Source: an optimization exercise on an open RTL-to-GDS flow (aim: a short achievable clock period and few clock cycles). Production flows keep margins and buffers that such runs may drop.
Where RTL was checked, it was by simulation tests only, not by an equivalence proof against the original.
Function not checked in run 2: the RTL went through the layout flow alone.

<file path="flow/run.sh">
#!/bin/bash
# synth_recipe.tcl (not shown) runs the flow's synth.tcl, then flattens the netlist and writes it again
# the make line also repeats each setting of config.mk as NAME=value (left out here)
make -C /OpenROAD-flow-scripts/flow DESIGN_CONFIG=/design/flow/config.mk WORK_HOME=/design/flow/orfs CLKGATE_MAP_FILE= SYNTH_SCRIPT=/design/flow/synth_recipe.tcl finish
</file>
<file path="flow/config.mk">
export PLATFORM = sky130hd
export DESIGN_NAME = NanoCPU
export DESIGN_NICKNAME = NanoCPU
export VERILOG_FILES = /design/flow/design.v
export SDC_FILE = /design/flow/constraint.sdc
export NUM_CORES = 4
export LEC_CHECK = 0
export CAP_MARGIN = 20
export CORE_MARGIN = 2
export CORE_UTILIZATION = 40
export PLACE_DENSITY = 0.6
export SLEW_MARGIN = 20
</file>
<file path="flow/constraint.sdc">
create_clock -name core_clock -period 5.5 [get_ports {ck}]
set_input_delay 1.1000 -clock core_clock [delete_from_list [all_inputs] [get_ports {ck}]]
set_output_delay 1.1000 -clock core_clock [all_outputs]
set_load 0.01 [all_outputs]
</file>
<file path="flow/design.v">
module Reg16bit (
    input logic ck, rst, we, 
    input logic [15:0] D,
    output logic [15:0] Q
);
    always_ff @(posedge ck or posedge rst) begin
        if (rst) begin
            Q <= 'b0;
        end else if (we) begin
            Q <= D;
        end
    end
endmodule
module NanoCPU (
    input  logic ck, rst,
    output logic [7:0]  address,
    input  logic [15:0] dataR,
    output logic [15:0] dataW,
    output logic ce, we,
    output logic halt
);
    typedef enum logic [3:0] {
        iREAD, iWRITE, iJMP, iBRANCH, iXOR, iSUB, iADD, iLESS, iEND
    } instType;
    instType inst;
    typedef enum logic [3:0] {
        IDLE, FETCH, EXEC, LD, WRITE, ALU, JMP, BRANCH, fim
    } EAType;
    EAType EA;
    logic [15:0] reg_bank [3:0];     
    logic wPC, wIR, wReg;
    logic [3:0] wen;
    logic [1:0] addReg;
    logic [15:0] IR, RS1, RS2, muxRegIn, outalu, muxPC, PC;
   assign dataW   = outalu;
   assign address = (EA==FETCH) ? PC[7:0] : IR[11:4];
   assign ce      = 1;
   assign we      = (EA == WRITE);    
   assign halt    = (EA == fim);
   genvar i;
   generate
    for (i = 0; i < 4; i++) begin
        assign wen[i] = (addReg == i && wReg);
        Reg16bit reg_inst (.ck(ck), .rst(rst), .we(wen[i]), .D(muxRegIn), .Q(reg_bank[i]) );
    end
   endgenerate
    assign addReg   =  (EA == LD) ? IR[1:0] : IR[9:8];         
    assign muxRegIn = (EA == LD) ? dataR : outalu;           
   assign RS1 = reg_bank[IR[5:4]];     
   assign RS2 = reg_bank[IR[1:0]];
   always_comb begin
        unique case (inst)
            iWRITE : outalu = RS2;
            iXOR  : outalu = RS1 ^ RS2;
            iSUB  : outalu = RS1 - RS2;
            iLESS  :  outalu = (RS1 < RS2) ? 'h0001 : 'h0000;
            default: outalu = RS1 + RS2;
        endcase
    end
   Reg16bit R_IR (.ck(ck), .rst(rst), .we(wIR), .D(dataR), .Q(IR));
   Reg16bit R_PC (.ck(ck), .rst(rst), .we(wPC), .D(muxPC), .Q(PC));
   assign  muxPC = ((EA == JMP) || (EA == BRANCH && RS2 != 16'h0000)) ? {8'h00, IR[11:4]} : PC + 1;    
   always_comb begin                
        case (IR[15:12])            
            4'h0: inst = iREAD;
            4'h1: inst = iWRITE;
            4'h2: inst = iJMP;
            4'h3: inst = iBRANCH;
            4'h4: inst = iXOR;
            4'h5: inst = iSUB;
            4'h6: inst = iADD;
            4'h7: inst = iLESS;
            default: inst = iEND;
        endcase
    end
    assign wPC  = (EA == LD || EA == ALU || EA == WRITE || EA == JMP || EA == BRANCH);
    assign wReg = (EA == LD || EA == ALU);
    assign wIR  = (EA == FETCH);
    always_ff @(posedge ck or posedge rst) begin    
      if (rst)
        EA <= IDLE;
      else begin
        unique case (EA)
            IDLE:    EA <= FETCH;
            FETCH:   EA <= EXEC;
            EXEC:    unique case (inst)           
                         iEND:     EA <= fim;
                        iWRITE: EA <= WRITE;
                         iREAD:    EA <= LD;
                        iJMP:     EA <= JMP;
                        iBRANCH: EA <= BRANCH;
                         default:  EA <= ALU;
                     endcase
            fim:     EA <= fim;
            default: EA <= FETCH;
        endcase
       end
   end
endmodule
</file>
==> flow_summary.yaml, run 1 <==
floorplan:
  core_sq_um: 17400
  die_h_um: 138
  initial_core_util_pct: 41.1
  fp-row-count: 48
  die-area_sq_um: 19000
  io_pins: 45
  dieWidth_um: 138
worst_hold_path:
  hp-class: "reg2reg"
  min_from: "R_IR.Q[11]"
critical_path:
  critPathBufInv: 1
  crit_type: "reg2out"
  critical_path_arrival_ns: 4.27
  start_kind: "flip-flop"
  cpPeakStageDelay_ns: 0.59
  crit_chain: "mux4_2 -> ha_1 -> nor2b_1 -> o21bai_1 -> o41ai_2 -> o31a_1 -> o31ai_1 -> mux2i_1 -> and2_1 -> clkdlybuf4s50_1"
  crit_fanout: 11
  reg2reg_from: "R_IR.Q[1]"
  crit_family: "compound AO/OA/AOI/OAI gates"
  startpoint: "R_IR.Q[1]"
  cp.required_ns: 4.40
  end_kind: "primary output"
  crit_slowest_cell: "mux4_2"
global_routing:
  grt-ovfl-total: 0
  gr-usage-all-layers_pct: 24.8
  grt_pass1_vias: 6072
  grt_pass1_wl_um: 35200
  antenna_found_initial: 0
  grt_max_degree: 50
cts:
  clockBufferDepth: 2
  cts-root-buf: "clkbuf_16"
  cts_sinks: 90
  h-tree-depth: 3
  hold_buffers: 0
  numCtsBuffers: 9
  clock_latency_ns: 0.34
  tritoncts: "done"
  clk_pin_slew_ns: 0.07
routing:
  dr.first_iter.drc_count: 619
  via_per_inst: 6.16
  post-route-drc-count: 0
  ant_nets: 0
  wire_per_inst_um: 21.5
  vias: 6543
  drt_wl_total_um: 22900
  first_pass_iters: 6
timing:
  drv_slew: 0
  finalSetupViolCount: 0
  period_minus_slack_ns: 5.37
  maxSlewHeadroom_pct: 17.9
  fmax_mhz: 186
  rsz0062_at_grt: "false"
  hold_viol_final: 0
  finalSetupTns_ns: 0
  worst_slew_pin_slew_ns: 1.23
  fin_crit_sh_pct: 97.7
  fin_skew_ns: 0.00866
finish:
  area_growth_pct: 14.6
  nFillCells: 1704
  final_cell_mix: "nand2_1, dfrtp_1, nor2_1"
  fin_util_pct: 47.1
  fin_nets: 881
  drive_gt1_share_pct: 17.4
  layout_commonest_cell: "nand2_1"
  antenna_cells: 0
yosys:
  yosysWarnings: 3
  synth_top_flop_cell: "dfrtp_1"
  synth_edf_count: 0
  netlist_area_sq_um: 7160
  syn_area_per_cell_sq_um: 8.95
  synth-async-reset-ratio_pct: 100
  ys_ff_latch: 90
  syn_nets: 848
  syn-instance-count: 800
  seq_area_frac_synth_pct: 31.5
  ys_types: 81
place:
  hpwl_um: 17200
  port_buffers: 43
  gp_congestion: 0.928
run_status:
  outcome: "finished clean"
run:
  maxCapViolations: 0
worst paths after layout:
kind | end | slack (ns) | cells after the start
max reg2reg | genblk1[1].reg_inst.Q[14] | 1.50 | 12
max in group asynchronous | R_IR.Q[5] | 3.20 | 3
min in group asynchronous | R_PC.Q[7] | 1.24 | 2
min | R_IR.Q[11] | 0.50 | 2
min reg2reg | R_IR.Q[11] | 0.50 | 2
max | dataW[8] | 0.13 | 10
cell usage after synthesis (5+ instances only):
library cell / n / area, sq um
nor2b_1: 11 / 68.8
nand3b_1: 7 / 52.6
a221oi_1: 5 / 43.8
mux2_2: 43 / 484
dfrtp_1: 90 / 2250
and2_1: 6 / 37.5
o31ai_1: 8 / 60.1
a21o_1: 5 / 37.5
o21a_1: 5 / 37.5
inv_1: 38 / 143
nand2b_1: 12 / 75.1
o22ai_1: 5 / 31.3
a211oi_1: 5 / 37.5
nor3_1: 19 / 95.1
ha_1: 30 / 375
nand3_1: 24 / 120
o31a_1: 5 / 43.8
a21oi_1: 55 / 275
o21ai_0: 38 / 190
nor2_1: 61 / 229
a31oi_1: 11 / 68.8
mux4_2: 32 / 721
o211ai_1: 7 / 52.6
or3_1: 7 / 43.8
and3_1: 7 / 43.8
clkbuf_1: 40 / 150
nor4_1: 5 / 31.3
o21bai_1: 8 / 60.1
mux2i_1: 10 / 100
nand2_1: 113 / 424
sequential cells by signal, summed over array words and instances, names as in the netlist:
signal,flops
R_PC.Q,8
R_IR.Q,14
genblk1.reg_inst.Q,64
EA,4
stage by stage:
stage,setup slack (ns),hold slack [ns],cell area (sq um),instances
2_1_floorplan,0.828,0.452,7160,800
3_3_place_gp,0.355,0.474,7840,1039
3_5_place_dp,0.402,0.484,7840,1039
4_1_cts,0.00633,0.500,8110,1055
5_1_grt,0.0120,0.527,8200,1063
6_report,0.125,0.495,8200,1063
per-layer routing:
layer / vias to the layer above / GRT usage (%) / routed length, um
li1: 3018 / - / -
met2: 245 / 37.9 / 10500
met1: 3241 / 35.8 / 10100
met3: 39 / 3.05 / 1580
met4: 0 / 9.64 / 693
met5: - / 0 / 0
layout make-up:
cell class | count | area (sq um) | area share, %
clock buffers | 10 | 229 | 2.79
clock inverters | 6 | 48.8 | 0.595
inverters | 38 | 144 | 1.75
multi-input cells | 622 | 4600 | 56.0
flip-flops and latches | 90 | 2260 | 27.5
well taps | 225 | 282 | 3.43
repair buffers | 72 | 648 | 7.90
repair_timing:
| action | CTS | global route |
|---|---|---|
| gates cloned | 0 | 0 |
| resized for setup | 1 | 5 |
| buffers inserted | 0 | 8 |
| endpoints found under the setup margin | 1 | 6 |
cells by family after synthesis:
group / after synthesis / synth area share [%]
AOI/OAI and AO/OA: 207 / 19.9
DFF: 90 / 31.5
muxes: 85 / 18.2
buffers and inverters: 88 / 4.96
and+or+nand+nor: 292 / 19.2
other: 1 / 0.0524
adders and majority gates: 32 / 5.52
xor gates and xnor gates: 5 / 0.612
worst register-to-register path: stages (launching register included):
cell	delay, ns
dfrtp_2	0.47
buf_4	0.16
buf_4	0.20
mux4_2	0.39
ha_1	0.44
inv_1	0.29
nand4_1	0.21
or3_1	0.36
o22ai_2	0.32
o21ai_1	0.17
mux2i_1	0.23
a41oi_1	0.29
mux2_2	0.36
Testbench counts, summed over its fixed seeds: cycles 104,021.
==> run 2, diff against run 1 <==
==> flow/design.v (replaced) <==
module NanoCPU (
    input  logic ck, rst,
    output logic [7:0]  address,
    input  logic [15:0] dataR,
    output logic [15:0] dataW,
    output logic ce, we,
    output logic halt
);
    logic [15:0] R [3:0];           
    logic [7:0]  AR;                
    logic [7:0]  PCn;               
    logic        dcyc;              
    logic        halted;
    logic        wr;                
    logic        ev;                
    logic        e_alu, e_rd, e_br;
    logic [1:0]  e_op;              
    logic [1:0]  edst;
    logic [15:0] A, B;
    logic [15:0] cdat [15:0];
    logic [3:0]  ctag [15:0];
    logic [15:0] cval;
    logic [15:0] sum, diff, res;
    logic        lt;
    assign sum  = A + B;
    assign diff = A - B;
    assign lt   = A < B;
    always_comb begin
        case (e_op)
            2'd0:    res = A ^ B;
            2'd1:    res = diff;
            2'd2:    res = sum;
            default: res = {15'd0, lt};
        endcase
    end
    assign address = AR;
    assign dataW   = B;
    assign ce      = 1'b1;
    assign we      = wr;
    assign halt    = halted;
    logic mis;
    assign mis = ev && e_br && (B == 16'd0);
    logic        hit;
    logic [15:0] cword;
    assign cword = cdat[PCn[3:0]];
    assign hit   = cval[PCn[3:0]] && ctag[PCn[3:0]] == PCn[7:4] && !(wr && AR == PCn);
    logic        fetch;
    logic [15:0] W;
    logic [7:0]  FA, FA1;
    assign fetch = dcyc ? hit : !mis;
    assign W     = dcyc ? cword : dataR;
    assign FA    = dcyc ? PCn : AR;
    assign FA1   = FA + 8'd1;
    logic [3:0] opc;
    logic f_rd, f_wr, f_jmp, f_br, f_alu, f_end;
    assign opc   = W[15:12];
    assign f_end = opc[3];
    assign f_rd  = opc == 4'd0;
    assign f_wr  = opc == 4'd1;
    assign f_jmp = opc == 4'd2;
    assign f_br  = opc == 4'd3;
    assign f_alu = opc[3:2] == 2'b01;
    logic        e_wb, e_ld;
    assign e_wb = ev && e_alu && !dcyc;      
    assign e_ld = dcyc && e_rd;              
    logic [15:0] rA, rB, opA, opB;
    assign rA  = R[W[5:4]];
    assign rB  = R[W[1:0]];
    assign opA = (e_wb && edst == W[5:4]) ? res : (e_ld && edst == W[5:4]) ? dataR : rA;
    assign opB = (e_wb && edst == W[1:0]) ? res : (e_ld && edst == W[1:0]) ? dataR : rB;
    always_ff @(posedge ck or posedge rst) begin
        if (rst) begin
            AR <= 8'd0; dcyc <= 1'b0; halted <= 1'b0; wr <= 1'b0; ev <= 1'b0;
            R[0] <= 16'd0; R[1] <= 16'd0; R[2] <= 16'd0; R[3] <= 16'd0;
            cval <= 16'd0;
        end else if (!halted) begin
            if (e_ld)      R[edst] <= dataR;
            else if (e_wb) R[edst] <= res;
            if (!dcyc) begin
                cval[AR[3:0]] <= 1'b1;
            end
            if (fetch) begin
                ev   <= 1'b1;
                PCn  <= FA1;
                wr   <= f_wr;
                dcyc <= f_rd || f_wr;
                if (f_end) halted <= 1'b1;
                if (f_rd || f_wr || f_jmp || f_br) AR <= W[11:4];
                else                               AR <= FA1;
            end else begin
                ev   <= 1'b0;
                wr   <= 1'b0;
                dcyc <= 1'b0;
                AR   <= PCn;
            end
        end
    end
    always_ff @(posedge ck) begin
        if (!halted) begin
            if (fetch) begin
                e_alu <= f_alu;
                e_rd  <= f_rd;
                e_br  <= f_br;
                e_op  <= opc[1:0];
                edst  <= f_rd ? W[1:0] : W[9:8];
                A     <= opA;
                B     <= opB;
            end
            if (!dcyc) begin
                cdat[AR[3:0]] <= dataR;
                ctag[AR[3:0]] <= AR[7:4];
            end else if (wr && ctag[AR[3:0]] == AR[7:4]) begin
                cdat[AR[3:0]] <= B;
            end
        end
    end
endmodule
--- a/flow/config.mk
+++ b/flow/config.mk
@@ -5,8 +5,10 @@
 export SDC_FILE = /design/flow/constraint.sdc
 export NUM_CORES = 4
 export LEC_CHECK = 0
+export ABC_CLOCK_PERIOD_IN_PS = 2000
 export CAP_MARGIN = 20
 export CORE_MARGIN = 2
 export CORE_UTILIZATION = 40
 export PLACE_DENSITY = 0.6
+export SETUP_SLACK_MARGIN = 3.0
 export SLEW_MARGIN = 20
==> flow_summary.yaml, run 2 <==
run_status:
  outcome: "finished clean"
routing:
  dr.first_iter.drc_count: 2153
  wire_per_inst_um: 29.8
  first_pass_iters: 6
  post-route-drc-count: 0
  ant_nets: 0
  vias: 16183
  drt_wl_total_um: 76300
  via_per_inst: 6.31
timing:
  finalSetupTns_ns: 0
  fin_crit_sh_pct: 62.4
  whs_ns: 0.453
  worst_slew_pin_slew_ns: 0.964
  finalSetupViolCount: 0
  fin_skew_ns: 0.0197
  period_minus_slack_ns: 3.43
  hold_viol_final: 0
  maxSlewHeadroom_pct: 35.5
  setup_ws_ns: 2.07
  rsz0062_at_grt: "true"
  drv_slew: 0
  fmax_mhz: 292
yosys:
  synth_mux_area_share_pct: 17.7
  synth_compound_area_share_pct: 9.32
  yosys.area.top_type: "edfxtp_1"
  synth_edf_count: 335
  synth-simple-area-share_pct: 6.98
  ys_ff_latch: 431
  seq_area_frac_synth_pct: 58.8
  yosysMostFrequentCell: "edfxtp_1"
  synth_fa_ha_area_share_pct: 2.50
  yosysWarnings: 2
  synth-async-reset-ratio_pct: 21.3
  synth_top_family_by_area: "multiplexers"
  synth_top_flop_cell: "edfxtp_1"
  ys_types: 78
  synth_top_area_share_pct: 47.5
  netlist_area_sq_um: 21200
  syn_nets: 1564
  synthXorXnorAreaFrac_pct: 1.49
  syn_area_per_cell_sq_um: 14.1
  syn-instance-count: 1505
  yosys-top-cells-count: "edfxtp_1, nand2_1, mux4_2, nor2_1, dfrtp_1"
  synthTopCellsByArea: "edfxtp_1, mux4_2, dfrtp_1"
floorplan:
  core_sq_um: 52400
  io_pins: 45
  die-area_sq_um: 54800
  fp-row-count: 84
  die_h_um: 234
  initial_core_util_pct: 40.3
  dieWidth_um: 234
cts:
  h-tree-depth: 2
  cts-root-buf: "clkbuf_16"
  numCtsBuffers: 46
  tritoncts: "done"
  clockBufferDepth: 3
  clock_latency_ns: 0.60
  clk_pin_slew_ns: 0.06
  hold_buffers: 0
  cts_sinks: 431
finish:
  fin_util_pct: 55.9
  drive_gt1_share_pct: 45.7
  layout_commonest_cell: "edfxtp_1"
  nFillCells: 3900
  largest_reg_flops: 224
  fin_nets: 1893
  fin_cells: 2563
  final_cell_mix: "edfxtp_1, buf_4, mux4_2"
  area_growth_pct: 38.6
critical_path:
  crit_type: "reg2reg"
  cp.required_ns: 5.82
  end_kind: "flip-flop"
  r2r_end: "cdat[4][14]"
  crit_fanout: 8
  r2r_setup_slack_ns: 2.07
  start_kind: "flip-flop"
  reg2reg_depth: 12
  reg2reg_from: "AR[0]"
  critical_path_arrival_ns: 3.75
worst_hold_path:
  min_path_cells: 1
  hold_end: "cval[6]"
  hp-class: "reg2reg"
  min_from: "cval[6]"
place:
  gp_congestion: 0.918
  dp_cells: 2167
  port_buffers: 43
  hpwl_um: 39000
  place_ws_ns: 1.24
global_routing:
  grt_max_degree: 52
  grt_pass1_vias: 15167
  antenna_found_initial: 2
  grt-ovfl-total: 0
  gr-usage-all-layers_pct: 26.8
  grt_pass1_wl_um: 106000
run:
  maxCapViolations: 0
run 2: cells by family after synthesis:
kind of cell               after synthesis
muxes                                  214
DFF                                    431
and+or+nand+nor                        328
adders and majority gates               41
xor gates and xnor gates                36
AOI/OAI and AO/OA                      309
other                                    1
buffers and inverters                  145
run 2: what timing repair did:
action                                 4_1_cts  5_1_grt
pin swaps                                   93       71
gates cloned                                33        8
resized for setup                          471      184
endpoints found under the hold margin        0        0
buffers inserted                           199       67
setup endpoints to repair                  724      631
run 2: how the worst max path moves through the flow:
| stage | startpoint | to | slack (ns) | cells past startpoint |
|---|---|---|---|---|
| after floorplan | rst | flip-flop | 2.15 | 3 |
| after global placement | AR[0] | cdat[15][14] | 1.37 | 9 |
| after detailed placement | AR[0] | cdat[9][8] | 1.24 | 9 |
| after CTS | AR[0] | cdat[9][7] | 2.16 | 12 |
| after global routing | AR[0] | cdat[4][15] | 2.04 | 12 |
| final | AR[0] | cdat[4][14] | 2.07 | 12 |
run 2: worst max-delay path, cell delays in order, from the launching register on:
cell and delay [ns]:
dfrtp_4 0.44, buf_12 0.15, mux4_2 0.53, mux4_2 0.50, xnor2_2 0.17, nand3_2 0.13
nor4_4 0.14, buf_4 0.18, buf_12 0.13, or2_4 0.22, nand2_8 0.10, nor2_4 0.24
clkbuf_16 0.21
run 2: cell type report:
class / instances / area [sq um] / share of cell area [%]
inverters: 52 / 249 / 0.849
repair inverters: 1 / 11.3 / 0.0384
clock buffers: 59 / 1230 / 4.20
multi-input cells: 949 / 10100 / 34.5
well taps: 688 / 861 / 2.93
clock inverters: 25 / 225 / 0.768
flip-flops and latches: 431 / 12500 / 42.6
repair buffers: 353 / 4150 / 14.2
diodes: 5 / 12.5 / 0.0427
run 2: per-layer routing:
| metal | routed length (um) | GRT usage, % | vias up |
|---|---|---|---|
| li1 | - | - | 6539 |
| met1 | 29000 | 37.1 | 8238 |
| met2 | 34300 | 40.6 | 1153 |
| met3 | 8970 | 6.27 | 251 |
| met4 | 3950 | 11.2 | 2 |
| met5 | 26 | 0 | - |
run 2: through the flow:
stage               cell area, sq um
finish                         29300
global route                   29300
CTS                            28000
detailed placement             22500
global placement               22500
floorplan                      21600

port drivers added, routing unchanged:
How much do the figures lean on ideal ports? The routed layouts below were timed once more, with nothing changed but the port constraints. Step 1 (the two cells are an assumption about what drives the block):
set clk [get_ports {ck}]
set_driving_cell -lib_cell sky130_fd_sc_hd__clkbuf_16 $clk
set_driving_cell -lib_cell sky130_fd_sc_hd__buf_2 [delete_from_list [all_inputs] $clk]
Step 2 moves the port delays by t, midway between the first and last clock arrival at a register: inputs arrive t later, outputs are due t later. That takes back most of the time a late clock gives input paths. Slacks: no drivers / after step 1 / after step 2; pairs: no drivers / after step 1.
run | shift t [ns] | setup slack, ns | worst setup path after step 2 | latest minus earliest clock arrival (ns) | pins driven straight from the clock port
run 1 | 0.379 | 0.125 / 0.084 / 0.463 | register to output | 0.009 / 0.009 | 1
run 2 | 0.651 | 2.069 / 2.069 / 1.855 | input to register | 0.021 / 0.022 | 1
After both steps setup and hold are still met in every run listed. The setup slack of run 2, which loses most, moves by 0.000 ns with the drivers and by -0.214 ns with both steps.
